What follows belongs to an exercise in optimizing a design on an open flow for small area and a short achievable clock period; a production flow would make more cautious choices. At most, simulation tests tie the RTL to the original design; equivalence was not proved. The flow treats the clock pin as an ideal source. Dropping or thinning the clock tree relies on that and would not hold on a real chip. Power is estimated from default activity; no workload was simulated.

Design fifo_sync, start of the top module:
module fifo_sync #(
    parameter DATA_WIDTH = 8,
    parameter DEPTH = 32,
    localparam ADDR_WIDTH = $clog2(DEPTH)
)(
    input  wire                  clk,
    input  wire                  reset,
    input  wire                  write_en,
    input  wire                  read_en,
    input  wire [DATA_WIDTH-1:0] data_in,
    output wire [DATA_WIDTH-1:0] data_out,
    output wire                  empty,
    output wire                  full
);
clock: 5.0 ns
lec_check: 0
cap_margin: 20
core_margin: 2
core_utilization: 60
cts_cluster_diameter: 100
cts_cluster_size: 30
setup_slack_margin: 3.0
slew_margin: 20
synth_hierarchical: 1
standard.sh (not shown) runs the stock make flow with config.mk's settings and CLKGATE_MAP_FILE= SYNTH_SCRIPT=/design/flow/synth_recipe.tcl, a recipe that flattens the netlist after the stock synthesis.
==> flow/flow/run.sh <==
#!/bin/bash
# Standard layout; the clock tree is built without dummy loads, and its
# middle level (buffers that drive only other clock buffers) is folded into
# the root buffer's net after CTS (flow/collapse.tcl, run as the POST_CTS hook).
bash standard.sh CTS_ARGS="-sink_clustering_enable -repair_clock_nets -dont_use_dummy_load -sink_clustering_size 30 -sink_clustering_max_diameter 100" POST_CTS_TCL="$PWD/flow/collapse.tcl" finish > standard.log 2>&1
==> flow/flow/collapse.tcl <==
# Collapse the clock tree's middle level: every clock buffer driven by the
# root buffer that itself drives only clock buffers is removed, and its
# loads are moved onto the root buffer's net.
proc clk_collapse_mid {} {
  set block [ord::get_db_block]
  set clkport [$block findBTerm clk]
  set cnet [$clkport getNet]
  set roots {}
  foreach it [$cnet getITerms] {
    if {[$it isInputSignal]} { lappend roots [$it getInst] }
  }
  set removed 0
  foreach root $roots {
    set rnet ""
    foreach it [$root getITerms] { if {[$it isOutputSignal]} { set rnet [$it getNet] } }
    if {$rnet eq ""} continue
    foreach it [$rnet getITerms] {
      if {![$it isInputSignal]} continue
      set mid [$it getInst]
      set mnet ""
      foreach jt [$mid getITerms] { if {[$jt isOutputSignal]} { set mnet [$jt getNet] } }
      if {$mnet eq ""} continue
      set loads {}
      set ok 1
      foreach lt [$mnet getITerms] {
        if {[$lt isInputSignal]} {
          lappend loads $lt
          if {![string match "*clkbuf*" [[[$lt getInst] getMaster] getName]]} { set ok 0 }
        }
      }
      if {!$ok || [llength $loads] == 0} continue
      foreach lt $loads { $lt disconnect; $lt connect $rnet }
      odb::dbInst_destroy $mid
      odb::dbNet_destroy $mnet
      incr removed
    }
  }
  puts "clk_collapse_mid: removed $removed middle clock buffers"
}

clk_collapse_mid
estimate_parasitics -placement
repair_timing_helper
detailed_placement
check_placement -verbose
Then changed:
==> flow/flow/run.sh (replaced) <==
#!/bin/bash
# Standard layout, with sizing free to change cell footprints; the clock tree is built without dummy loads.
bash standard.sh CTS_ARGS="-sink_clustering_enable -repair_clock_nets -dont_use_dummy_load -sink_clustering_size 30 -sink_clustering_max_diameter 100" MATCH_CELL_FOOTPRINT=0 finish > standard.log 2>&1
removed: flow/flow/collapse.tcl
What happened:
- power increases by 2.6%
- die area does not change
- fmax is higher by 1.2%
- final cell count drops by 2.5%
- utilization falls by 2.5 points
- wire length shrinks by 5.3%
- final area falls by 3.5%
- non-clock buffer count goes down by 23
- hold slack is about the same
- first-iteration DRC count fell by 5.0%
Then changed:
==> flow/flow/run.sh (replaced) <==
#!/bin/bash
# Standard layout; the clock tree is built without dummy loads.
bash standard.sh CTS_ARGS="-sink_clustering_enable -repair_clock_nets -dont_use_dummy_load -sink_clustering_size 30 -sink_clustering_max_diameter 100" finish > standard.log 2>&1
Outcome: The changed run passed the timing, design-rule and antenna checks. Global-route usage rose by 0.11 points. Cell count went up by 0.48%. Power is about the same. Wire length came out higher by 0.90%. Cell area is higher by 1.0%. Maximum frequency went down by about 0.33%.
Then changed:
==> flow/flow/run.sh (replaced) <==
#!/bin/bash
# Standard layout, with sizing free to change cell footprints; the clock tree is built without dummy loads, and its
# middle level (buffers that drive only other clock buffers) is folded into
# the root buffer's net after CTS (flow/collapse.tcl, run as the POST_CTS hook).
bash standard.sh CTS_ARGS="-sink_clustering_enable -repair_clock_nets -dont_use_dummy_load -sink_clustering_size 30 -sink_clustering_max_diameter 100" POST_CTS_TCL="$PWD/flow/collapse.tcl" MATCH_CELL_FOOTPRINT=0 finish > standard.log 2>&1
==> flow/flow/collapse.tcl (new file) <==
# Collapse the clock tree's middle level: every clock buffer driven by the
# root buffer that itself drives only clock buffers is removed, and its
# loads are moved onto the root buffer's net.
proc clk_collapse_mid {} {
  set block [ord::get_db_block]
  set clkport [$block findBTerm clk]
  set cnet [$clkport getNet]
  set roots {}
  foreach it [$cnet getITerms] {
    if {[$it isInputSignal]} { lappend roots [$it getInst] }
  }
  set removed 0
  foreach root $roots {
    set rnet ""
    foreach it [$root getITerms] { if {[$it isOutputSignal]} { set rnet [$it getNet] } }
    if {$rnet eq ""} continue
    foreach it [$rnet getITerms] {
      if {![$it isInputSignal]} continue
      set mid [$it getInst]
      set mnet ""
      foreach jt [$mid getITerms] { if {[$jt isOutputSignal]} { set mnet [$jt getNet] } }
      if {$mnet eq ""} continue
      set loads {}
      set ok 1
      foreach lt [$mnet getITerms] {
        if {[$lt isInputSignal]} {
          lappend loads $lt
          if {![string match "*clkbuf*" [[[$lt getInst] getMaster] getName]]} { set ok 0 }
        }
      }
      if {!$ok || [llength $loads] == 0} continue
      foreach lt $loads { $lt disconnect; $lt connect $rnet }
      odb::dbInst_destroy $mid
      odb::dbNet_destroy $mnet
      incr removed
    }
  }
  puts "clk_collapse_mid: removed $removed middle clock buffers"
}

clk_collapse_mid
estimate_parasitics -placement
repair_timing_helper
detailed_placement
check_placement -verbose
Outcome: First-iteration DRC count increases by a little under a tenth; die area does not change; power decreases by a few percent; clock-buffer cell count decreases by 2; via count increases slightly; register-to-register slack barely changes; utilization increases by 0.54 points.
Function was not checked in any run of this note: the RTL went through the layout flow alone.


## run 1
Another version of the RTL of fifo_sync (not shown whole).
Size in the first run: roughly 22 I/O pins, about 10000 um2 of cells after synthesis.
// fifo_sync
module fifo_sync #(
    parameter DATA_WIDTH = 8,
    parameter DEPTH = 32,
    localparam ADDR_WIDTH = $clog2(DEPTH)
)(
    input  wire                  clk,
    input  wire                  reset,
    input  wire                  write_en,
    input  wire                  read_en,
    input  wire [DATA_WIDTH-1:0] data_in,
    output wire [DATA_WIDTH-1:0] data_out,
    output wire                  empty,
    output wire                  full
);
Settings: LEC_CHECK=0, CAP_MARGIN=20, CORE_MARGIN=2, CORE_UTILIZATION=60, CTS_CLUSTER_DIAMETER=100, CTS_CLUSTER_SIZE=30, GPL_ROUTABILITY_DRIVEN=0, SETUP_SLACK_MARGIN=3.0, SLEW_MARGIN=20, SYNTH_HIERARCHICAL=1; clock period 5.0 ns.
==> flow/flow/run.sh <==
#!/bin/bash
# Standard layout, with sizing free to change cell footprints; the clock
# tree is built without dummy loads, and its middle level (buffers that
# drive only other clock buffers) is folded into the root buffer's net after
# CTS (flow/collapse.tcl, run as the POST_CTS hook).
bash standard.sh CTS_ARGS="-sink_clustering_enable -repair_clock_nets -dont_use_dummy_load -sink_clustering_size 30 -sink_clustering_max_diameter 100" POST_CTS_TCL="$PWD/flow/collapse.tcl" MATCH_CELL_FOOTPRINT=0 finish > standard.log 2>&1
==> flow/flow/collapse.tcl <==
# Collapse the clock tree's middle level: every clock buffer driven by the
# root buffer that itself drives only clock buffers is removed, and its
# loads are moved onto the root buffer's net.
proc clk_collapse_mid {} {
  set block [ord::get_db_block]
  set clkport [$block findBTerm clk]
  set cnet [$clkport getNet]
  set roots {}
  foreach it [$cnet getITerms] {
    if {[$it isInputSignal]} { lappend roots [$it getInst] }
  }
  set removed 0
  foreach root $roots {
    set rnet ""
    foreach it [$root getITerms] { if {[$it isOutputSignal]} { set rnet [$it getNet] } }
    if {$rnet eq ""} continue
    foreach it [$rnet getITerms] {
      if {![$it isInputSignal]} continue
      set mid [$it getInst]
      set mnet ""
      foreach jt [$mid getITerms] { if {[$jt isOutputSignal]} { set mnet [$jt getNet] } }
      if {$mnet eq ""} continue
      set loads {}
      set ok 1
      foreach lt [$mnet getITerms] {
        if {[$lt isInputSignal]} {
          lappend loads $lt
          if {![string match "*clkbuf*" [[[$lt getInst] getMaster] getName]]} { set ok 0 }
        }
      }
      if {!$ok || [llength $loads] == 0} continue
      foreach lt $loads { $lt disconnect; $lt connect $rnet }
      odb::dbInst_destroy $mid
      odb::dbNet_destroy $mnet
      incr removed
    }
  }
  puts "clk_collapse_mid: removed $removed middle clock buffers"
}

clk_collapse_mid
estimate_parasitics -placement
repair_timing_helper
detailed_placement
check_placement -verbose
Run 1 went all the way through synthesis, placement and routing and the layout is clean on timing, DRC and antenna.
> inputs changed (run 1 -> run 2)
- GPL_ROUTABILITY_DRIVEN removed (was 0)
- CORE_UTILIZATION changed from 60 to 45
Notes after the runs:
[run 2 vs run 1] total wire length after detailed routing: higher in run 2. In terms of proportion of cell area spent on the clock network, run 1 and run 2 differ only marginally. Run 1 -> run 2: switching share of power flat.
What run 3 does differently from run 2 at the input level:
- swapping 45 for 60 in CORE_UTILIZATION
--- outcome ---
Run 3 ended with more clock period minus final worst setup slack than run 2. Summary of run 3 over run 2: average routed wire per standard cell now sits higher, wire length of the first global-routing pass now sits lower.
Modified inputs, run 4 compared to run 3
- CORE_UTILIZATION changed from 60 to 52
==> comparison <==
Both conditions hold for run 3: the flow ran to the end and the final layout passed the timing, design-rule and antenna checks. Run 4 was carried through to the last stage, and its layout satisfied the timing, design-rule and antenna checks. The more densely filled core belongs to run 3, not run 4. Going from run 3 to run 4, the multi-input gate area in the final layout was found to have gone down by 0.59%. Worst-case register-to-register setup slack | run 4 above run 3. Comparing run 3 against run 4, there is no change at all in area after synthesis. [compare] base=run 3 new=run 4: routing usage on met2 went down; worst-case setup slack after placement went up.
Modified inputs, run 5 compared to run 4
- SETUP_SLACK_MARGIN: 3.0 -> 3.15
- CORE_UTILIZATION: 52 -> 60
==> flow/flow/run.sh <==
#!/bin/bash
# Standard layout, with the smallest buffer on the ports and sizing free to
# change cell footprints; the clock
# tree is built without dummy loads, and its middle level (buffers that
# drive only other clock buffers) is folded into the root buffer's net after
# CTS (flow/collapse.tcl, run as the POST_CTS hook).
bash standard.sh CTS_ARGS="-sink_clustering_enable -repair_clock_nets -dont_use_dummy_load -sink_clustering_size 30 -sink_clustering_max_diameter 100" POST_CTS_TCL="$PWD/flow/collapse.tcl" MATCH_CELL_FOOTPRINT=0 BUFFER_PORTS_ARGS="-buffer_cell sky130_fd_sc_hd__buf_1" finish > standard.log 2>&1
## What came out
Run 4 -> run 5: average routed wire per standard cell increased slightly. Run 5 — global-route usage 2.2 points higher, run 4 as reference. Diff run 4 -> run 5 | design area | decrease of 51 um2. Core util | run 5 vs run 4 | run 5 higher.
Edits applied to the flow inputs when going from run 5 to run 6:
- SETUP_SLACK_MARGIN changed from 3.15 to 3.0
Notes after the runs:
Run 6 ran to completion and came out clean on the timing, design-rule and antenna checks.
met1 track utilization from global routing in run 6 is 1.5 points higher than in run 5
A highest-utilization routing layer at the global route stage of met2 is what run 5 shows, while met1 belongs to run 6.
There was hardly any difference in total track usage between run 5 and run 6.
From run 5 to run 6 the numbers moved as follows: cell area fell by 120 um2; aggregate routed wire length stayed essentially flat; footprint of the multi-input gates fell by 23 um2; global routing met2 resource utilization fell by 1.2 points.
Min cell count across run 5 and run 6: run 6
Of the two values seen for endpoint of the most critical setup path, sh[220]$_DFFE_PP_ was produced by run 6 and empty by run 5.


fifo_sync, a different RTL version from the one above (not shown whole).
For scale: roughly 540 cells after synthesis, roughly 22 I/O pins, roughly 11,000 um^2 of cells after synthesis.
Settings: LEC_CHECK=0, CAP_MARGIN=20, CORE_MARGIN=2, CORE_UTILIZATION=60, CTS_CLUSTER_DIAMETER=60, CTS_CLUSTER_SIZE=30, SETUP_SLACK_MARGIN=2.85, SLEW_MARGIN=20; clock period 5.0 ns.
==> flow/flow/run.sh <==
#!/bin/bash
# Standard layout, with the clock tree built without dummy loads.
bash standard.sh CTS_ARGS="-sink_clustering_enable -repair_clock_nets -dont_use_dummy_load -sink_clustering_size 30 -sink_clustering_max_diameter 100" finish > standard.log 2>&1
Then changed:
SETUP_SLACK_MARGIN = 2.7   (was 2.85)
What happened: Clock-buffer cell count is unchanged; total power goes down by 0.38%; synthesized cell count is unchanged.
Then changed:
==> flow/flow/run.sh (replaced) <==
#!/bin/bash
# Standard layout, with the clock tree built without dummy loads.
bash standard.sh CTS_ARGS="-sink_clustering_enable -repair_clock_nets -dont_use_dummy_load -sink_clustering_size 30 -sink_clustering_max_diameter 100" MATCH_CELL_FOOTPRINT=0 finish > standard.log 2>&1
CORE_UTILIZATION = 75   (was 60)
CTS_CLUSTER_DIAMETER = 100   (was 60)
SETUP_SLACK_MARGIN = 3.0   (was 2.7)
After rerunning: Global-route usage rises by 5.9 points. Routed wire length rises by 6.8%. Non-clock buffer count rises by 8. Total power rises by 3.5%. Sequential cell count does not change. Die area falls by 19%. Design area rises by 1.1%. Clock-buffer cell count stays the same. Worst hold slack improves by 0.0088 ns. Final cell count falls by 4.7%. Register-to-register slack degrades by 0.02 ns.
Then changed:
==> flow/flow/run.sh (replaced) <==
#!/bin/bash
# Standard layout, with the clock tree built without dummy loads.
bash standard.sh CTS_ARGS="-sink_clustering_enable -repair_clock_nets -dont_use_dummy_load -sink_clustering_size 30 -sink_clustering_max_diameter 100" finish > standard.log 2>&1
CORE_UTILIZATION = 60   (was 75)
Global-route usage shrinks by 4.9 points; worst setup slack gains 0.089 ns; combinational power came out higher by about 3%.


delta:
Another version of the RTL of fifo_sync (not shown whole).
Size: ~22 I/O pins.
// fifo_sync
module fifo_sync #(
    parameter DATA_WIDTH = 8,
    parameter DEPTH = 32,
    localparam ADDR_WIDTH = $clog2(DEPTH)
)(
    input  wire                  clk,
    input  wire                  reset,
    input  wire                  write_en,
    input  wire                  read_en,
    input  wire [DATA_WIDTH-1:0] data_in,
    output wire [DATA_WIDTH-1:0] data_out,
    output wire                  empty,
    output wire                  full
);
make LEC_CHECK=0 CAP_MARGIN=20 CORE_MARGIN=2 CORE_UTILIZATION=60 CTS_BUF_LIST='sky130_fd_sc_hd__clkbuf_4 sky130_fd_sc_hd__clkbuf_8' SETUP_SLACK_MARGIN=3.0 SLEW_MARGIN=20 finish   # period 5.0 ns
run.sh (not shown) runs the stock make flow with config.mk's settings and CLKGATE_MAP_FILE= SYNTH_SCRIPT=/design/flow/synth_recipe.tcl, a recipe that flattens the netlist after the stock synthesis.
Stock flow here: none of the scripts above is used.
Input-level comparison between sierra and delta:
Settings: a deleted CTS_BUF_LIST that had been sky130_fd_sc_hd__clkbuf_4 sky130_fd_sc_hd__clkbuf_8.
[summary]
Between sierra and delta, the clock period minus worst slack is higher for delta. Compare sierra and delta | worst setup slack higher: sierra. Global-route usage sits lower in sierra than in delta. Summary of the comparison: total via count after detailed routing is lower in sierra, relative to delta.
No run of this note included a check of the RTL's function; only the layout flow was run.


== rev 12 ==
The RTL this note starts from:
==> flow/design.v <==
module fifo_sync #(
    parameter DATA_WIDTH = 8,
    parameter DEPTH = 32,
    localparam ADDR_WIDTH = $clog2(DEPTH)
)(
    input  wire                  clk,
    input  wire                  reset,
    input  wire                  write_en,
    input  wire                  read_en,
    input  wire [DATA_WIDTH-1:0] data_in,
    output wire [DATA_WIDTH-1:0] data_out,
    output wire                  empty,
    output wire                  full
);
    localparam W = DATA_WIDTH;
    localparam N = DEPTH - 1;
    reg  [W*N-1:0]        sh;
    reg  [ADDR_WIDTH-1:0] rd_sel;
    reg  [W-1:0]          data_out_reg;
    reg                   not_empty;
    reg                   full_reg;
    assign data_out = data_out_reg;
    assign empty    = ~not_empty;
    assign full     = full_reg;
    wire wr = write_en & ~full_reg;
    wire rd = read_en  & not_empty;
    wire [W*DEPTH-1:0] rd_arr;
    genvar j;
    generate
        for (j = 0; j < DEPTH; j = j + 1) begin : g_rd
            if (j == 0) begin : g_none
                assign rd_arr[W-1:0] = {W{1'b0}};
            end else begin : g_word
                assign rd_arr[W*j +: W] = sh[W*(DEPTH-1-j) +: W];
            end
        end
    endgenerate
    wire [W-1:0] rd_word = rd_arr[rd_sel*W +: W];
    wire n_is_1  = (rd_sel == DEPTH-1);
    wire n_is_30 = (rd_sel == 2);
    wire [ADDR_WIDTH-1:0] sel_inc = rd_sel + 1'b1;
    wire [ADDR_WIDTH-1:0] sel_dec = rd_sel - 1'b1;
    wire grow   = wr & ~rd;
    wire shrink = rd & ~wr;
    always @(posedge clk) begin
        if (wr)
            sh <= {sh[W*(N-1)-1:0], data_in};
    end
    always @(posedge clk or posedge reset) begin
        if (reset) begin
            rd_sel       <= {ADDR_WIDTH{1'b0}};
            data_out_reg <= {W{1'b0}};
            not_empty    <= 1'b0;
            full_reg     <= 1'b0;
        end else begin
            if (rd)
                data_out_reg <= rd_word;
            rd_sel    <= grow ? sel_dec : shrink ? sel_inc : rd_sel;
            not_empty <= grow | (not_empty & ~(shrink & n_is_1));
            full_reg  <= (grow & n_is_30) | (full_reg & ~shrink);
        end
    end
endmodule
clock: 5.0 ns
lec_check: 0
cap_margin: 20
core_margin: 2
core_utilization: 60
cts_cluster_diameter: 100
cts_cluster_size: 30
setup_slack_margin: 3.0
slew_margin: 20
standard.sh (not shown) runs the stock make flow with config.mk's settings and CLKGATE_MAP_FILE= SYNTH_SCRIPT=/design/flow/synth_recipe.tcl, a recipe that flattens the netlist after the stock synthesis.
==> flow/flow/run.sh <==
#!/bin/bash
# Standard layout, with the clock tree built without dummy loads.
bash standard.sh CTS_ARGS="-sink_clustering_enable -repair_clock_nets -dont_use_dummy_load -sink_clustering_size 30 -sink_clustering_max_diameter 100" MATCH_CELL_FOOTPRINT=0 finish > standard.log 2>&1
For rev 13, these inputs were changed with respect to rev 12:
Settings: swapping 100 for 60 in CTS_CLUSTER_DIAMETER.
==> flow/flow/run.sh <==
#!/bin/bash
# Standard layout, with the clock tree built without dummy loads.
bash standard.sh CTS_ARGS="-sink_clustering_enable -repair_clock_nets -dont_use_dummy_load -sink_clustering_size 30 -sink_clustering_max_diameter 60" finish > standard.log 2>&1
--- outcome ---
Rev 13 vs rev 12 — power density normalized to cell area climbed slightly. [rev 13 vs rev 12] portion of the clock cycle consumed by the worst path in the final layout: higher in rev 13. Summary of rev 13 over rev 12: number of cells on the worst reg-to-reg path went up by 2, layout net count went up by 9, proportion of power drawn by combinational gates went down by 0.7 points, final critical-path required period went up by 0.014 ns, vias after detailed routing went up by about 2.5%.

==> separate check: timing with driven ports <==
The flow's constraints put no driver on any port. The routed layouts listed below were extracted and timed again, unchanged, in two steps.
Step 1 sets driving cells, clkbuf_16 on the clock port and buf_2 on the other inputs (assumed; they add their load-dependent delay and slew).
Step 2 adds t to the input delays and takes it off the output delays; t is the mean of the earliest and latest rising clock arrival at the registers after step 1. Input paths then give back, and output paths get back, about the clock's delay inside the block.
a / b / c = no drivers / after step 1 / after step 2; a / b = the first two.
run	t (ns)	setup WS [ns]	clock arrival spread, ns
the first run of note 1	0.450	2.634 / 2.634 / 2.631	0.029 / 0.029
the second run of note 1	0.513	2.663 / 2.663 / 2.614	0.037 / 0.036
the third run of note 1	0.512	2.655 / 2.655 / 2.570	0.029 / 0.029
the fourth run of note 1	0.446	2.665 / 2.665 / 2.616	0.031 / 0.031
run 1	0.450	2.995 / 2.951 / 2.599	0.016 / 0.016
run 2	0.456	3.017 / 2.969 / 2.586	0.014 / 0.014
run 3	0.450	2.995 / 2.951 / 2.599	0.016 / 0.016
run 4	0.454	3.007 / 2.963 / 2.597	0.019 / 0.019
run 5	0.451	2.987 / 2.944 / 2.634	0.012 / 0.012
run 6	0.454	2.924 / 2.945 / 2.492	0.011 / 0.011
the first run of note 3	0.513	2.846 / 2.839 / 2.348	0.050 / 0.050
the second run of note 3	0.509	2.752 / 2.738 / 2.269	0.048 / 0.048
the third run of note 3	0.506	2.824 / 2.832 / 2.326	0.047 / 0.048
the fourth run of note 3	0.518	2.912 / 2.863 / 2.537	0.044 / 0.045
delta	0.573	2.786 / 2.759 / 2.625	0.023 / 0.022
sierra	0.556	2.802 / 2.785 / 2.646	0.011 / 0.011
rev 12	0.515	2.922 / 2.877 / 2.490	0.033 / 0.032
rev 13	0.512	2.909 / 2.863 / 2.512	0.046 / 0.046
After both steps setup and hold are still met in every run listed.
